Background: an optimization exercise with open tools, aiming at a short achievable clock period and few clock cycles. Do not read the settings as production practice. Only simulation tests tie the RTL to the original design; equivalence was not proved. Power figures rest on the tool's default switching activity, not on a simulated workload.

<file path="config.mk">
export PLATFORM = sky130hd
export DESIGN_NAME = dig_ctrl_top
export DESIGN_NICKNAME = dig_ctrl_top
export VERILOG_FILES = /design/flow/design.v
export SDC_FILE = /design/flow/constraint.sdc
export NUM_CORES = 4
export LEC_CHECK = 0
export CAP_MARGIN = 20
export CORE_MARGIN = 2
export CORE_UTILIZATION = 40
export SLEW_MARGIN = 20
</file>
<file path="constraint.sdc">
create_clock -name core_clock -period 10.0 [get_ports {clk}]
set_input_delay 2.0000 -clock core_clock [delete_from_list [all_inputs] [get_ports {clk}]]
set_output_delay 2.0000 -clock core_clock [all_outputs]
set_load 0.01 [all_outputs]
</file>
<file path="design.v">
`default_nettype none
module synchronizer #(
    parameter int FF_COUNT = 3
) (
    input  logic clk,
    input  logic reset_n,
    input  logic in,
    output logic out
);
    reg [FF_COUNT-1:0] pipe;
    always_ff @(posedge clk, negedge reset_n) begin
        if (!reset_n) begin
            pipe <= '0;
        end else begin
            pipe <= {pipe[FF_COUNT-2:0], in};
        end
    end
    assign out = pipe[FF_COUNT-1];
endmodule
`default_nettype none
module spi_receiver (
    input  logic clk_i,     
    input  logic rst_ni,    
    input  logic spi_sclk_i,
    input  logic spi_mosi_i,
    output logic spi_miso_o,
    input  logic spi_cs_i,
    input  logic [7:0] data_i,  
    output logic [7:0] data_o,  
    output logic       stb_o    
);    
    logic spi_mosi_sync;
    synchronizer  #(
        .FF_COUNT(2)
    ) synchronizer_spi_mosi (
        .clk        (clk_i),
        .reset_n    (rst_ni),
        .in         (spi_mosi_i),
        .out        (spi_mosi_sync)
    );
    logic spi_cs_sync;
    synchronizer  #(
        .FF_COUNT(2)
    ) synchronizer_spi_cs (
        .clk        (clk_i),
        .reset_n    (rst_ni),
        .in         (spi_cs_i),
        .out        (spi_cs_sync)
    );
    logic spi_sclk_sync;
    synchronizer  #(
        .FF_COUNT(2)
    ) synchronizer_spi_sclk (
        .clk        (clk_i),
        .reset_n    (rst_ni),
        .in         (spi_sclk_i),
        .out        (spi_sclk_sync)
    );
    logic spi_sclk_delayed;
    always_ff @(posedge clk_i) begin
        spi_sclk_delayed <= spi_sclk_sync;
    end
    logic spi_sclk_falling, spi_sclk_rising;
    assign spi_sclk_rising = !spi_sclk_delayed && spi_sclk_sync;
    assign spi_sclk_falling = spi_sclk_delayed && !spi_sclk_sync;
    logic [2:0] spi_cnt;
    always_ff @(posedge clk_i, negedge rst_ni) begin
        if (!rst_ni) begin
            spi_cnt  <= 3'd0;
            data_o <= '0;
            spi_miso_o <= 1'b0;
        end else begin
            stb_o <= 1'b0;
            if (!spi_cs_sync && spi_sclk_falling) begin
                data_o <= {data_o[6:0], spi_mosi_sync};
                spi_cnt <= spi_cnt + 1;
                if (spi_cnt == 7) begin
                    stb_o <= 1'b1;
                end
            end
            if (!spi_cs_sync && spi_sclk_rising) begin
                spi_miso_o <= data_i[7-spi_cnt];
            end
        end
    end
endmodule
`default_nettype none
module latch_mem #(
    parameter NUM_BITS = 8,
    parameter NUM_WORDS = 64,
    parameter ADDR_BITS = $clog2(NUM_WORDS)
) (
    input  wire                 clk_i,
    input  wire                 rst_ni,
    input  wire [ADDR_BITS-1:0] addr_i,
    input  wire [NUM_BITS-1:0]  data_i,
    output wire [NUM_BITS-1:0]  data_o,
    input  wire                 we_i
);
    reg [NUM_BITS-1:0] RAM [NUM_WORDS];
    reg [NUM_BITS-1:0] rdata;
    always @(posedge clk_i) begin
        if (we_i) begin
            RAM[addr_i] <= data_i;
        end
        rdata <= RAM[addr_i];
    end
    assign data_o = rdata;
endmodule
`default_nettype none
module cpu #(
    parameter bit [5:0] RESET_ADDR = 0,
    parameter int       ADDR_WIDTH = 6
)(
    input  logic        clk_i,
    input  logic        rst_ni,
    input  logic        execute,
    output logic        stb_o,
    input  logic        ack_i,
    output logic [5:0]  addr_o,
    input  logic [7:0]  data_i,
    output logic [7:0]  data_o,
    output logic        write_o,
    input  logic [7:0]  port_i,
    output logic [7:0]  port_o,
    output logic [7:0]  port_sel_o,
    output logic        port_stb_o
);
    localparam NUM_REGS = 4;
    logic [5:0] ip;
    logic [7:0] regs [NUM_REGS];
    logic [7:0] r0, r1, r2, r3;
    assign r0 = regs[0];
    assign r1 = regs[1];
    assign r2 = regs[2];
    assign r3 = regs[3];
    logic skip;
    logic [7:0] instr;
    logic [7:0] data;
    assign port_sel_o = data;
    logic [1:0] arg0;
    logic [1:0] arg1;
    assign arg0 = instr[1:0];
    assign arg1 = instr[3:2];
    logic is_immediate, is_write, is_read;
    assign is_immediate = instr[7:2] == 6'b00_0110   
                      || instr == 8'b00_0000_01   
                      || instr == 8'b00_0000_10  
                      || instr == 8'b00_0000_11;  
    assign is_read = is_immediate
                  || instr[7:4] == 4'b00_11;  
    assign is_write = instr[7:4] == 4'b00_10;  
    typedef enum {
        INIT,
        FETCH,
        READ,
        EXECUTE,
        WRITE
    } state_t;
    state_t cpu_state, prev_state;
    always_comb begin
        stb_o = 1'b0;
        write_o = 1'b0;
        addr_o = '0;
        data_o = '0;
        case (cpu_state)
            FETCH: begin
                stb_o = prev_state != cpu_state;
                addr_o = ip;
            end
            READ: begin
                stb_o = prev_state != cpu_state;
                addr_o = is_immediate ? ip : regs[arg1][ADDR_WIDTH-1:0];
            end
            EXECUTE: begin
            end
            WRITE: begin
                stb_o = prev_state != cpu_state;
                write_o = 1'b1;
                addr_o = regs[arg0][ADDR_WIDTH-1:0];
                data_o = regs[arg1];
            end
        endcase
    end
    always_ff @(posedge clk_i, negedge rst_ni) begin
        if (!rst_ni) begin
            for (int i=0; i<NUM_REGS; i++) begin
                regs[i] <= '0;
            end
            ip          <= RESET_ADDR;
            skip        <= 1'b0;
            instr       <= '0;
            cpu_state   <= INIT;
            port_o      <= '0;
            port_stb_o  <= 1'b0;
            data <= '0;
        end else begin
            port_stb_o <= 1'b0;
            if (execute) begin
                prev_state <= cpu_state;
                case (cpu_state)
                    INIT: begin
                        cpu_state <= FETCH;
                    end
                    FETCH: begin
                        if (ack_i) begin
                            instr <= data_i;
                            ip <= ip+1;
                            if (data_i[7:2] == 6'b00_0110  
                              || data_i == 8'b00_0000_01   
                              || data_i == 8'b00_0000_10   
                              || data_i == 8'b00_0000_11   
                              || data_i[7:4] == 4'b00_11   
                            ) begin
                                cpu_state <= READ;
                            end else begin
                                cpu_state <= EXECUTE;
                            end
                        end
                    end
                    READ: begin
                        if (ack_i) begin
                            data <= data_i;
                            if (is_immediate) begin
                                ip <= ip+1;
                            end
                            cpu_state <= EXECUTE;
                        end
                    end
                    EXECUTE: begin
                        if (is_write && !skip) begin
                            cpu_state <= WRITE;
                        end else begin
                            cpu_state <= FETCH;
                        end
                        if (skip) begin
                            skip <= 1'b0;
                        end else begin
                            casez (instr)
                                8'b00_0000_00: begin  
                                    ;
                                end
                                8'b00_0000_01: begin  
                                    ip <= data[ADDR_WIDTH-1:0];
                                end
                                8'b00_0000_10: begin  
                                    regs[0] <= port_i;
                                end
                                8'b00_0000_11: begin  
                                    port_o <= regs[0];
                                    port_stb_o <= 1'b1;
                                end
                                8'b00_0001_??: begin  
                                    regs[arg0] <= regs[arg0] + 1;
                                end
                                8'b00_0010_??: begin  
                                    regs[arg0] <= regs[arg0] - 1;
                                end
                                8'b00_0011_??: begin  
                                    ip <= regs[arg0][ADDR_WIDTH-1:0];
                                end
                                8'b00_0100_??: begin  
                                    regs[arg0] <= regs[arg0] << 1;
                                end
                                8'b00_0101_??: begin  
                                    regs[arg0] <= regs[arg0] >> 1;
                                end
                                8'b00_0110_??: begin  
                                    regs[arg0] <= data;
                                end
                                8'b00_0111_??: begin  
                                    regs[arg0] <= (~regs[arg0]) + 1;
                                end
                                8'b00_10_??_??: begin  
                                    ;
                                end
                                8'b00_11_??_??: begin  
                                    regs[arg0] <= data;
                                end
                                8'b01_00_??_??: begin  
                                    regs[arg0] <= regs[arg0] & regs[arg1];
                                end
                                8'b01_01_??_??: begin  
                                    regs[arg0] <= regs[arg0] | regs[arg1];
                                end
                                8'b01_10_??_??: begin  
                                    regs[arg0] <= ~regs[arg1];
                                end
                                8'b01_11_??_??: begin  
                                    regs[arg0] <= regs[arg0] ^ regs[arg1];
                                end         
                                8'b10_00_??_??: begin  
                                    regs[arg0] <= regs[arg1];
                                end
                                8'b10_01_??_??: begin  
                                    regs[arg0] <= regs[arg0] + regs[arg1];
                                end
                                8'b10_10_??_??: begin  
                                    regs[arg0] <= regs[arg0] << regs[arg1];
                                end
                                8'b10_11_??_??: begin  
                                    regs[arg0] <= regs[arg0] >> regs[arg1];
                                end
                                8'b11_00_??_??: begin  
                                    skip <= !(regs[arg0] == regs[arg1]);
                                end
                                8'b11_01_??_??: begin  
                                    skip <= !(regs[arg0] != regs[arg1]);
                                end
                                8'b11_10_??_??: begin  
                                    skip <= !(regs[arg0] >= regs[arg1]);
                                end
                                8'b11_11_??_??: begin  
                                    skip <= !(regs[arg0] < regs[arg1]);
                                end
                                default: begin
                                end
                            endcase
                        end
                    end
                    WRITE: begin
                        if (ack_i) begin
                            cpu_state <= FETCH;
                        end
                    end
                endcase
            end
        end
    end
endmodule
`default_nettype none
module dig_ctrl (
    input  logic        clk_i,
    input  logic        rst_ni,
    input  logic spi_sclk_i,
    input  logic spi_mosi_i,
    output logic spi_miso_o,
    input  logic spi_cs_i,
    input  logic mode_i,
    input  logic [7:0]  port_i,
    output logic [7:0]  port_o,
    input  logic        port_ms_i,
    output logic [7:0]  port_ms_o,
    input  logic       debug_i,
    output logic [1:0] debug_o
);
    logic [7:0] spi_data_i;
    logic [7:0] spi_data_o;
    logic       spi_stb_o;
    spi_receiver spi_receiver_inst (
        .clk_i          (clk_i),
        .rst_ni         (rst_ni),
        .spi_sclk_i     (spi_sclk_i),
        .spi_mosi_i     (spi_mosi_i),
        .spi_miso_o     (spi_miso_o),
        .spi_cs_i       (spi_cs_i),
        .data_i         (spi_data_i),
        .data_o         (spi_data_o),
        .stb_o          (spi_stb_o)
    );
    logic [7:0] data_out, cpu_data_out;
    logic [5:0] addr, spi_addr, cpu_addr;
    logic mode_sync;
    synchronizer #(
        .FF_COUNT (2)
    ) synchronizer_mode_i_inst (
        .clk        (clk_i),
        .reset_n    (rst_ni),
        .in         (mode_i),
        .out        (mode_sync)
    );
    always_comb begin
        if (mode_sync == 1'b1) begin
          data_out = spi_data_o;
          addr = spi_addr;
        end else begin
          data_out = cpu_data_out;
          addr = cpu_addr;
        end
    end
    logic mode_d;
    always_ff @(posedge clk_i, negedge rst_ni) begin
        if (!rst_ni) begin
            mode_d <= 1'b0;
            spi_addr <= '0;
        end else begin
            mode_d <= mode_sync;
            if (mode_sync) begin
                if (spi_stb_o) begin
                    spi_addr <= spi_addr + 1;
                end
            end
            if (!mode_d && mode_sync) begin
                spi_addr <= '0;
            end
        end
    end
    logic [7:0] data_in;
    logic wr_en;
    latch_mem #(
        .NUM_WORDS (64)
    ) latch_mem_inst (
        .clk_i      (clk_i),
        .rst_ni     (rst_ni),
        .addr_i     (addr),
        .data_i     (data_out),
        .data_o     (data_in),
        .we_i       (wr_en || (mode_sync && spi_stb_o))
    );
    logic stb_d;
    logic stb, ack;
    always_ff @(posedge clk_i, negedge rst_ni) begin
        if (!rst_ni) begin
            stb_d <= 1'b0;
        end else begin
            stb_d <= stb && !wr_en;
        end
    end
    assign ack = wr_en ? stb : stb_d;
    logic [7:0] port_in;
    logic [7:0] port_out;
    logic [7:0] port_sel;
    logic port_stb;
    cpu #(
        .RESET_ADDR (6'd0) 
    ) cpu_inst (
        .clk_i      (clk_i),
        .rst_ni     (rst_ni && !mode_sync),
        .execute    (1'b1),
        .stb_o      (stb),
        .ack_i      (ack),
        .addr_o     (cpu_addr),
        .data_i     (data_in),
        .data_o     (cpu_data_out),
        .write_o    (wr_en),
        .port_i     (port_in),
        .port_o     (port_out),
        .port_sel_o (port_sel),
        .port_stb_o (port_stb)
    );
    always_ff @(posedge clk_i, negedge rst_ni) begin
        if (!rst_ni) begin
            port_o      <= '0;
            port_ms_o   <= '0;
            spi_data_i  <= '0;
        end else begin
            if (port_stb) begin
                case (port_sel)
                    8'h00: port_o     <= port_out;  
                    8'h01: port_ms_o  <= port_out;  
                    8'h02: spi_data_i <= port_out;  
                    default: ;
                endcase
            end
        end
    end
    logic port_ms_sync_i;
    synchronizer #(
        .FF_COUNT (2)
    ) synchronizer_port_ms_i_inst (
        .clk        (clk_i),
        .reset_n    (rst_ni),
        .in         (port_ms_i),
        .out        (port_ms_sync_i)
    );
    logic [7:0] port_sync_i;
    synchronizer #(
        .FF_COUNT (2)
    ) synchronizer_port_i_inst[7:0] (
        .clk        (clk_i),
        .reset_n    (rst_ni),
        .in         (port_i),
        .out        (port_sync_i)
    );
    always_comb begin
        case (port_sel)
            8'h00: port_in = port_sync_i;                
            8'h01: port_in = {7'b0, port_ms_sync_i};     
            8'h02: port_in = spi_data_o;                 
            default: port_in = 8'h00;
        endcase
    end
    always_comb begin
        case (debug_i)
            1'b0: debug_o = {mode_sync, port_ms_sync_i};
            1'b1: debug_o = {wr_en, spi_stb_o};
        endcase
    end
endmodule
`default_nettype none
module dig_ctrl_top (
    input  logic [7:0] ui_in,     
    output logic [7:0] uo_out,    
    input  logic [7:0] uio_in,    
    output logic [7:0] uio_out,   
    output logic [7:0] uio_oe,    
    input  logic       ena,       
    input  logic       clk,       
    input  logic       rst_n,      
    input  logic       port_ms_i,
    output logic [7:0] port_ms_o
);
    logic rst_n_sync;
    always_ff @(negedge clk) begin
        rst_n_sync <= rst_n;
    end
    logic spi_sclk;
    logic spi_mosi;
    logic spi_miso;
    logic spi_cs;
    logic mode;
    logic debug_i;
    logic [1:0] debug_o;
    dig_ctrl #(
    ) dig_ctrl_inst (
        .clk_i          (clk),
        .rst_ni         (rst_n_sync),
        .spi_sclk_i     (spi_sclk),
        .spi_mosi_i     (spi_mosi),
        .spi_miso_o     (spi_miso),
        .spi_cs_i       (spi_cs),
        .mode_i         (mode),
        .port_i         (ui_in),
        .port_o         (uo_out),
        .port_ms_i      (port_ms_i),
        .port_ms_o      (port_ms_o),
        .debug_i        (debug_i),
        .debug_o        (debug_o)
    );
    assign spi_cs     = uio_in[0];  assign uio_oe[0] = 1'b0; assign uio_out[0] = 1'b0;
    assign spi_mosi   = uio_in[1];  assign uio_oe[1] = 1'b0; assign uio_out[1] = 1'b0;
    assign uio_out[2] = spi_miso;   assign uio_oe[2] = 1'b1;
    assign spi_sclk   = uio_in[3];  assign uio_oe[3] = 1'b0; assign uio_out[3] = 1'b0;
    assign mode = uio_in[4]; assign uio_out[4] = 1'b0; assign uio_oe[4] = 1'b0;  
    assign debug_i = uio_in[5]; assign uio_out[5] = 1'b0; assign uio_oe[5] = 1'b0;  
    assign uio_out[6] = debug_o[0]; assign uio_oe[6] = 1'b1;  
    assign uio_out[7] = debug_o[1]; assign uio_oe[7] = 1'b1;  
endmodule
</file>
<file path="run.sh">
#!/bin/bash
# synth_recipe.tcl (not shown) runs the flow's synth.tcl, then flattens the netlist and writes it again
# the make line also repeats each setting of config.mk as NAME=value (left out here)
make -C /OpenROAD-flow-scripts/flow DESIGN_CONFIG=/design/flow/config.mk WORK_HOME=/design/flow/orfs CLKGATE_MAP_FILE= SYNTH_SCRIPT=/design/flow/synth_recipe.tcl finish
</file>
==> flow_summary_export.csv <==
group,metric,value,unit
run_status,status,"finished clean",
synthesis,synth_compound_area_share,12.23,%
power_and_ir_drop,power_switching,3.622,mW
synthesis,synth_edf_count,516,
critical_path,worstPathArrival,2450,ps
final_layout,multiInputGateArea,0.009151,mm²
place,post-dp-hpwl,52050,µm
critical_path,startpoint_type,"primary input",
sta,worstMarginPinSlew,1079,ps
final_layout,n_antenna_cell,0,
detailed_routing,wl_per_cell,25.94,µm
die,fp.dieW,273.1,µm
clock_tree,cts_setup_buffers,0,
clock_tree,clk_latency,620,ps
critical_path,crit_path_end_kind,"flop",
critical_path,worst-path-buf-inv,1,
worst_hold_path,hold_path.class,"reg2reg",
critical_path,slowest_stage,"clkdlybuf4s50_1",
synthesis,synth_area,0.02896,mm²
die,die_area,0.07457,mm²
detailed_routing,via_count,19513,
die,fp.coreArea,0.07161,mm²
power_and_ir_drop,ir_worst_vdd,0.1699,mV
critical_path,path_cells,"clkdlybuf4s50_1",
place,io_buffer_count,34,
detailed_routing,postRouteAntennaNets,0,
sta,slew_headroom,26.18,%
run,cap_violations,0,
synthesis,synth_top_family_by_area,"compound AO/OA/AOI/OAI gates",
detailed_routing,drt_iter0_drc,2519,
clock_tree,clk_pin_slew,50,ps
final_layout,layout-drive-gt1-share,12.57,%
synthesis,yosysUniqueCellTypes,78,
detailed_routing,drtPass1Iterations,8,
power_and_ir_drop,p_comb_share,35.3,%
sta,hold_viol,0,
grt,grtUsageTotal,22.24,%
critical_path,criticalPathCategory,"in2reg",
power_and_ir_drop,internal_power,5.832,mW
synthesis,yosysWarningCount,7,
critical_path,crit_family,"buffers and inverters",
critical_path,worst-path-max-fanout,1,
power_and_ir_drop,power,9.454,mW
clock_tree,cts_num_sinks,663,
synthesis,syn_inst,2216,
synthesis,synth_ff_type,"edfxtp_1",
synthesis,avgSynthCellArea,13.07,µm²
die,initial_core_util,40.44,%
synthesis,async_reset_ff_share,20.66,%
final_layout,final_cell_mix,"edfxtp_1, nand2_1, nor2_1, dfrtp_1, a21oi_1",
die,dieHeight,273.1,µm
clock_tree,cts_max_level,3,
synthesis,synth_xor_xnor_area_share,0.6049,%
power_and_ir_drop,power_leakage,11.30,nW
die,num_rows,98,
critical_path,critPathMaxStageDelay,450,ps
final_layout,syn2layout_area_growth,12.35,%
synthesis,synth_top_area_cell,"edfxtp_1",
grt,grt_pass1_wl,123700,µm
synthesis,ys_seq_elements,663,
critical_path,required,5560,ps
power_and_ir_drop,swShare,38.31,%
synthesis,synth_top_area_share,53.50,%
sta,rsz0062_at_grt,"false",
grt,overflow,0,
final_layout,final_net_count,2283,
sta,setup_violations,0,
detailed_routing,routed_wl,83860,µm
sta,tns,0,ps
grt,grt_max_degree,75,
final_layout,fillers,6384,
grt,grt_pass1_vias,18639,
sta,slew_viol_final,0,
synthesis,synthAdderAreaFrac,1.383,%
clock_tree,cts_buffer_depth,3,
die,pin_count,52,
grt,antenna_found_initial,1,
sta,clock_skew,25.92,ps
power_and_ir_drop,p_per_area,290.6,mW/mm²
final_layout,final_common_cell,"edfxtp_1",
clock_tree,cts_resized,0,
clock_tree,cts_buffers,71,
synthesis,synth.area.top_cells,"edfxtp_1, dfrtp_1, nand2_1",
final_layout,postLayoutCoreUtil,45.44,%
sta,hold_slack,348.7,ps
power_and_ir_drop,pwr-share-clk,27.5,%
synthesis,synth_mux_area_share,6.921,%
final_layout,seqCellArea,0.01913,mm²
synthesis,ys_seq_area_share,66.03,%
detailed_routing,drc,0,
clock_tree,cts-root-buf,"clkbuf_16",
clock_tree,ctsHoldBuffers,0,
detailed_routing,viasPerCell,6.036,
place,place_congestion,0.8768,
synthesis,yosys.area_share.simple,9.954,%
power_and_ir_drop,seq_power_share,37.2,%
clock_tree,cts_tree,"built",
-- path summary, 6_finish.rpt --
| check | from | to | slack (ps) | depth (start not counted) |
|---|---|---|---|---|
| worst min register to register | dig_ctrl_inst.synchronizer_port_i_inst[7].pipe[0] | dig_ctrl_inst.synchronizer_port_i_inst[7].pipe[1] | 350 | 0 |
| worst max register to register | rst_n_sync | dig_ctrl_inst.cpu_inst.port_o[7] | 3110 | 2 |
| max in group asynchronous | rst_n_sync | dig_ctrl_inst.cpu_inst.port_o[7] | 3110 | 2 |
| min in group asynchronous | dig_ctrl_inst.synchronizer_mode_i_inst.pipe[1] | dig_ctrl_inst.cpu_inst.skip | 710 | 2 |
| worst max-delay path | rst_n | rst_n_sync | 3100 | 1 |
| worst min-delay path | dig_ctrl_inst.synchronizer_port_i_inst[7].pipe[0] | dig_ctrl_inst.synchronizer_port_i_inst[7].pipe[1] | 350 | 0 |
-- synthesized netlist by cell type (9+ instances only) --
library cell and n:
a211oi_1 15, a21o_1 10, a21oi_1 112, a221o_1 11, a221oi_1 28, a22o_1 32
a22oi_1 77, a31oi_1 32, and3_1 12, buf_1 13, buf_2 47, buf_4 22
clkbuf_1 59, dfrtp_1 137, dfxtp_1 10, edfxtp_1 516, ha_1 32, inv_1 25
mux2_2 78, mux2i_1 69, mux4_2 18, nand2_1 268, nand2b_1 10, nand3_1 83
nand4_1 18, nor2_1 154, nor2b_1 9, nor3_1 27, o211ai_1 15, o21ai_0 98
o22ai_1 12, o31ai_1 11, xnor2_1 15
-- final cells by class --
| cell class | instances | area share, % |
|---|---|---|
| Multi-Input combinational cell | 1392 | 28.13 |
| Timing Repair Buffer | 77 | 2.077 |
| Sequential cell | 663 | 58.78 |
| Tap cell | 950 | 3.653 |
| Clock inverter | 32 | 1.057 |
| Clock buffer | 94 | 6.014 |
| Inverter | 25 | 0.2884 |
-- flip-flops by register name, indices dropped and copies added (netlist names), 3 cells and up --
signal,count
dig_ctrl_inst.cpu_inst.port_o,8
dig_ctrl_inst.cpu_inst.prev_state,3
dig_ctrl_inst.spi_data_i,8
dig_ctrl_inst.cpu_inst.instr,8
dig_ctrl_inst.spi_receiver_inst.spi_cnt,3
dig_ctrl_inst.port_ms_o,8
dig_ctrl_inst.cpu_inst.regs,32
dig_ctrl_inst.latch_mem_inst.RAM,512
dig_ctrl_inst.synchronizer_port_i_inst.pipe,16
dig_ctrl_inst.cpu_inst.ip,6
dig_ctrl_inst.spi_addr,6
dig_ctrl_inst.cpu_inst.cpu_state,3
dig_ctrl_inst.cpu_inst.data,8
dig_ctrl_inst.spi_receiver_inst.data_o,8
dig_ctrl_inst.port_o,8
dig_ctrl_inst.latch_mem_inst.rdata,8
-- metal layers --
layer	up-vias	wire length [µm]	share of wire [%]	track usage [%]
met2	1029	38360	46	34.67
met5	-	0	0	0
li1	8473	-	-	-
met3	201	7255	8.7	4.253
met4	0	3267	3.9	8.484
met1	9810	34980	42	30.89
-- stage by stage --
step | std cells | setup WS (ps) | area, µm²
floorplan | 2227 | 366.7 | 29000
global placement | 3108 | 2476 | 30240
detailed placement | 3108 | 2476 | 30240
CTS | 3233 | 3028 | 32540
global route | 3233 | 2857 | 32540
finish | 3233 | 3103 | 32540
-- kinds of logic after synthesis --
logic type,Yosys count
flops,663
simple gates,640
compound gates,520
buf+inv,172
mux,167
fa+ha+maj,32
xor+xnor,20
other cells,2
-- power groups by stage --
stage / sequential (mW) / clock (mW) / combinational, mW
3_5_place_dp: 3.56 / 0.00124 / 3.26
6_report: 3.51 / 2.60 / 3.34
3_3_place_gp: 3.55 / 0.00124 / 3.23
4_1_cts: 3.51 / 2.64 / 3.28
5_1_grt: 3.54 / 2.75 / 3.57
2_1_floorplan: 3.41 / 0.00125 / 2.27
Testbench counts, summed over its fixed seeds: cycles 153,385.
